What follows belongs to an exercise in optimizing a design on an open flow for a short achievable clock period and few clock cycles; a production flow would make more cautious choices.
In this exercise RTL edits were held to simulation tests only and were not proved equivalent to the original.
No activity file was given, so power comes from the tool's default toggle rates.

==> inputs of 04-01 <==
Design cmu, start of the top module:
module cmu (
        input clk,
        input rst,
        input [31:0] addr_rw,
        input en_r,
        input en_w,
        input [2:0] u_b_h_w,
        input [31:0] data_w,
        output [31:0] data_r,
        output stall,
        output mem_cs_o,
        output mem_we_o,
        output [31:0] mem_addr_o,
        input [31:0] mem_data_i,
        output [31:0] mem_data_o,
        input mem_ack_i
    );
Settings: LEC_CHECK=0, CAP_MARGIN=40, CORE_MARGIN=2, CORE_UTILIZATION=35, SLEW_MARGIN=40, SYNTH_MEMORY_MAX_BITS=16384; clock period 27.0 ns.
standard.sh (not shown) runs the stock make flow with config.mk's settings and CLKGATE_MAP_FILE= SYNTH_SCRIPT=/design/flow/synth_recipe.tcl, a recipe that flattens the netlist after the stock synthesis.
==> flow/flow/run.sh <==
#!/bin/bash
# The standard layout, with changes to how it is made (the constraints are
# unchanged): the pins are placed by flow/io.tcl, ORFS's timing repair is asked
# to keep SETUP_MARGIN ns of setup slack beyond the design's period, the
# resizer may change a cell's footprint, and nets longer than 150 um are
# buffered after placement (flow/wires.tcl).
set -euo pipefail
SETUP_MARGIN=${SETUP_MARGIN:-16}
bash standard.sh synth > synth.log 2>&1
bash standard.sh IO_CONSTRAINTS=$PWD/flow/io.tcl SETUP_SLACK_MARGIN=$SETUP_MARGIN MATCH_CELL_FOOTPRINT=0 \
    POST_RESIZE_TCL=$PWD/flow/wires.tcl finish > layout.log 2>&1
==> flow/flow/io.tcl <==
# Pin placement: the main-memory interface on the right edge, with mem_ack_i in
# the middle of the outputs it selects; the processor interface on the left edge.
set lo {}
set hi {}
for {set i 0} {$i < 16} {incr i} { lappend lo "mem_data_o\[$i\]" "mem_addr_o\[$i\]" }
for {set i 16} {$i < 32} {incr i} { lappend hi "mem_data_o\[$i\]" "mem_addr_o\[$i\]" }
set memgroup [concat $lo [list mem_cs_o mem_ack_i mem_we_o] $hi]
set_io_pin_constraint -pin_names $memgroup -region right:* -group -order
set memin {}
for {set i 0} {$i < 32} {incr i} { lappend memin "mem_data_i\[$i\]" }
set_io_pin_constraint -pin_names $memin -region right:*
set cpu [list stall en_r en_w]
for {set i 0} {$i < 32} {incr i} { lappend cpu "addr_rw\[$i\]" "data_w\[$i\]" "data_r\[$i\]" }
for {set i 0} {$i < 3} {incr i} { lappend cpu "u_b_h_w\[$i\]" }
set_io_pin_constraint -pin_names $cpu -region left:*
==> flow/flow/wires.tcl <==
# After the standard repair_design in placement: also buffer nets longer than
# 150 um, so that no long wire ends on a small gate (antenna rule) and slews
# keep a margin once the wires are routed. The net from mem_ack_i's input
# buffer, which selects the main-memory outputs, is left to timing repair.
set ack_nets {}
foreach c [get_cells -of_objects [get_pins -of_objects [get_nets mem_ack_i]]] {
  foreach p [get_pins -of_objects $c -filter "direction==output"] {
    lappend ack_nets [get_nets -of_objects $p]
  }
}
puts "wires.tcl: keeping [llength $ack_nets] net(s) from mem_ack_i as they are"
set_dont_touch $ack_nets
repair_design -max_wire_length 150 -slew_margin 40 -cap_margin 40
unset_dont_touch $ack_nets
==> 02-03 (differences from 04-01) <==
==> flow/flow/wires.tcl (replaced) <==
# After the standard repair_design in placement: also buffer nets longer than
# 150 um, so that no long wire ends on a small gate (antenna rule) and slews
# keep a margin once the wires are routed.
repair_design -max_wire_length 150 -slew_margin 40 -cap_margin 40
==> flow/config.mk (replaced) <==
export PLATFORM = sky130hd
export DESIGN_NAME = cmu
export DESIGN_NICKNAME = cmu
export VERILOG_FILES = /design/flow/design.v
export SDC_FILE = /design/flow/constraint.sdc
export NUM_CORES = 8
export LEC_CHECK = 0
export CAP_MARGIN = 40
export CORE_MARGIN = 2
export CORE_UTILIZATION = 30
export SLEW_MARGIN = 40
export SYNTH_MEMORY_MAX_BITS = 16384
==> 08-05 (differences from 04-01) <==
==> flow/config.mk (replaced) <==
export PLATFORM = sky130hd
export DESIGN_NAME = cmu
export DESIGN_NICKNAME = cmu
export VERILOG_FILES = /design/flow/design.v
export SDC_FILE = /design/flow/constraint.sdc
export NUM_CORES = 8
export LEC_CHECK = 0
export CAP_MARGIN = 40
export CORE_MARGIN = 2
export CORE_UTILIZATION = 30
export SLEW_MARGIN = 40
export SYNTH_MEMORY_MAX_BITS = 16384
==> 01-17 (differences from 04-01) <==
--- a/flow/design.v
+++ b/flow/design.v
@@ -92,38 +92,27 @@
     wire vdirty = s_v0 & s_v1 & (vway ? s_d1 : s_d0);
     wire [5:0] hl = {r_set, hit1};
     wire in_a = a_v & (a_line == hl);
     wire in_b = b_v & (b_line == hl);
     wire arrived = idx[2] & (idx[1:0] > r_word);      
     wire avail = ~in_b & (~in_a | arrived);
-    wire fresh0 = fq_v & (fq_line == {r_set, 1'b0}) & (fq_word == r_word);
-    wire fresh1 = fq_v & (fq_line == {r_set, 1'b1}) & (fq_word == r_word);
-    wire [31:0] sword0 = s_l0[r_word*32 +: 32];
-    wire [31:0] sword1 = s_l1[r_word*32 +: 32];
-    wire [31:0] lword0, lword1;
+    wire fresh = fq_v & (fq_line == hl) & (fq_word == r_word);
+    wire [127:0] hline = hit1 ? s_l1 : s_l0;
+    wire [31:0] sword = hline[r_word*32 +: 32];
+    wire [31:0] lword;
     genvar gb;
     generate
         for (gb = 0; gb < 4; gb = gb + 1) begin : g_lw
-            assign lword0[gb*8 +: 8] = (fresh0 & ~fq_mask[gb]) ? fq_raw[gb*8 +: 8] : sword0[gb*8 +: 8];
-            assign lword1[gb*8 +: 8] = (fresh1 & ~fq_mask[gb]) ? fq_raw[gb*8 +: 8] : sword1[gb*8 +: 8];
+            assign lword[gb*8 +: 8] = (fresh & ~fq_mask[gb]) ? fq_raw[gb*8 +: 8] : sword[gb*8 +: 8];
         end
     endgenerate
-    function [31:0] load_fmt(input [31:0] w, input [1:0] lo, input [2:0] bhw);
-        reg [15:0] h;
-        reg [7:0] c;
-        begin
-            h = lo[1] ? w[31:16] : w[15:0];
-            c = lo[0] ? h[15:8] : h[7:0];
-            load_fmt = bhw[1] ? w :
-                       bhw[0] ? {bhw[2] ? 16'b0 : {16{h[15]}}, h} :
-                                {bhw[2] ? 24'b0 : {24{c[7]}}, c};
-        end
-    endfunction
-    wire [31:0] ld0 = load_fmt(lword0, q_addr[1:0], q_bhw);
-    wire [31:0] ld1 = load_fmt(lword1, q_addr[1:0], q_bhw);
-    assign data_r = hit1 ? ld1 : ld0;
+    wire [15:0] lhalf = q_addr[1] ? lword[31:16] : lword[15:0];
+    wire [7:0]  lbyte = q_addr[0] ? lhalf[15:8] : lhalf[7:0];
+    assign data_r = q_bhw[1] ? lword :
+                    q_bhw[0] ? {q_bhw[2] ? 16'b0 : {16{lhalf[15]}}, lhalf} :
+                               {q_bhw[2] ? 24'b0 : {24{lbyte[7]}}, lbyte};
     wire quiet = ~a_v | (~b_v & (idx == 3'd7));
     wire done = s2v & hit & (q_we | avail) & quiet;
     assign stall = ~done;
     wire st_done = done & q_we;
     wire can_accept = ~b_v & (~a_v | (idx[2] & (a_line != vl))) & ~(fq_v & (fq_line == vl));
     wire alloc = s2v & ~hit & can_accept;
==> flow/flow/run.sh (replaced) <==
#!/bin/bash
# The standard layout, with changes to how it is made (the constraints are
# unchanged): the pins are placed by flow/io.tcl, ORFS's timing repair is asked
# to keep SETUP_MARGIN ns of setup slack beyond the design's period, the
# resizer may change a cell's footprint, and antenna repair after global
# routing keeps a margin (flow/antenna.tcl).
set -euo pipefail
SETUP_MARGIN=${SETUP_MARGIN:-16}
bash standard.sh synth > synth.log 2>&1
bash standard.sh IO_CONSTRAINTS=$PWD/flow/io.tcl SETUP_SLACK_MARGIN=$SETUP_MARGIN MATCH_CELL_FOOTPRINT=0 \
    POST_GLOBAL_ROUTE_TCL=$PWD/flow/antenna.tcl finish > layout.log 2>&1
==> flow/flow/antenna.tcl (new file) <==
# After global routing: protect long nets against antenna effects with a margin,
# so that few are left for the repair after detailed routing.
repair_antennas -ratio_margin 25 -iterations 3
check_placement -verbose
write_guides $::env(RESULTS_DIR)/route.guide
==> flow/config.mk (replaced) <==
export PLATFORM = sky130hd
export DESIGN_NAME = cmu
export DESIGN_NICKNAME = cmu
export VERILOG_FILES = /design/flow/design.v
export SDC_FILE = /design/flow/constraint.sdc
export NUM_CORES = 8
export LEC_CHECK = 0
export CAP_MARGIN = 40
export CORE_MARGIN = 2
export CORE_UTILIZATION = 30
export SLEW_MARGIN = 40
export SYNTH_MEMORY_MAX_BITS = 16384
removed: flow/flow/wires.tcl
==> qor summary <==
| quantity | 02-03 | 08-05 | 01-17 | 04-01 |
|---|---|---|---|---|
| Non-clock inverter count in the final layout | 41 | 41 | 73 | 41 |
| Post-DP HPWL | 1780000 um | 1780000 um | 1510000 um | 1730000 um |
| Simple-gate share of the synthesized area | 4.11% | 4.11% | 3.30% | 4.11% |
| Dpl cells | 62800 | 62800 | 53300 | 59200 |
| Height of the chip | 1350 um | 1350 um | 1330 um | 1250 um |
| Post-layout min period | 11.61 ns | 11.42 ns | 11.41 ns | 11.41 ns |
| # fillers | 165000 | 165000 | 164000 | 134000 |
| WL met2 | 937000 um | 940000 um | 906000 um | 932000 um |
| Internal cell power | 30500 uW | 30400 uW | 29000 uW | 30500 uW |
| Fraction of power consumed by combinational cells | 16.0% | 16.2% | 11.8% | 15.7% |
| Routing usage on met1 | 31.8% | 31.9% | 29.6% | 36.0% |
| Horizontal die dimension | 1350 um | 1350 um | 1330 um | 1250 um |
| Met2 routing resource usage after global routing | 33.8% | 33.9% | 33.0% | 39.3% |
| Status | timing/DRC/antenna clean | timing/DRC/antenna clean | finished with violations | timing/DRC/antenna clean |
| Reasons for failing layout checks | - | - | antenna rules | - |
| Routed metal-1 wirelength | 859000 um | 858000 um | 797000 um | 824000 um |
| Initial cell density of the core | 30.0% | 30.0% | 30.1% | 35.1% |
| Global Route Usage Sum | 23.5% | 23.5% | 24.1% | 26.9% |
| Post-route design area | 0.692 mm2 | 0.691 mm2 | 0.606 mm2 | 0.685 mm2 |
| Standard cell core area | 1.81 mm2 | 1.81 mm2 | 1.75 mm2 | 1.55 mm2 |
| Minimum setup slack in the final design | 15.39 ns | 15.58 ns | 15.59 ns | 15.59 ns |
| Area fraction in compound gates after synthesis | 2.46% | 2.46% | 2.64% | 2.46% |
| Met3 layer usage reported by global route | 9.68% | 9.64% | 13.5% | 10.1% |
| Power per cell area | 60.3 mW/mm2 | 60.0 mW/mm2 | 66.2 mW/mm2 | 60.5 mW/mm2 |
| End of the worst register-to-register path | dmem[5919] | dmem[5916] | rn_addr[21] | dmem[5015] |
| Synthesized area | 0.545 mm2 | 0.545 mm2 | 0.526 mm2 | 0.545 mm2 |
| Adder-cell share of the synthesized area | 0.0551% | 0.0551% | 0.0595% | 0.0551% |
| RSZ-0062 raised after global routing | true | true | - | true |
Testbench counts of 04-01, summed over its fixed seeds: cycles 335,207.
Testbench counts of 02-03, summed over its fixed seeds: cycles 335,207.
Testbench counts of 08-05, summed over its fixed seeds: cycles 335,207.
Testbench counts of 01-17, summed over its fixed seeds: cycles 335,207.

## what the ideal ports hide
How much do the figures lean on ideal ports? The routed layouts below were timed once more, with nothing changed but the port constraints. Step 1, drivers: a clkbuf_16 drives clk and a buf_2 each remaining input, both assumed. Step 2 moves the port delays by t, midway between the first and last clock arrival at a register: inputs arrive t later, outputs are due t later. That takes back most of the time a late clock gives input paths. Slacks: ideal / step 1 / step 2; pairs: ideal / step 1.
| run | shift t [ns] | slack for setup (ns) | worst register clock-pin slew, ns | worst slew at a driven data input, ns |
|---|---|---|---|---|
| 04-01 | 1.472 | 15.592 / 14.995 / 14.528 | 0.08 / 0.08 | 0.64 |
| 02-03 | 1.516 | 15.393 / 15.117 / 14.656 | 0.08 / 0.08 | 0.31 |
| 08-05 | 1.517 | 15.583 / 15.032 / 14.669 | 0.08 / 0.08 | 0.59 |
| 01-17 | 1.507 | 15.589 / 14.904 / 14.544 | 0.07 / 0.07 | 0.78 |
The setup slack of 04-01, which loses most, moves by -0.597 ns with the drivers and by -1.064 ns with both steps.
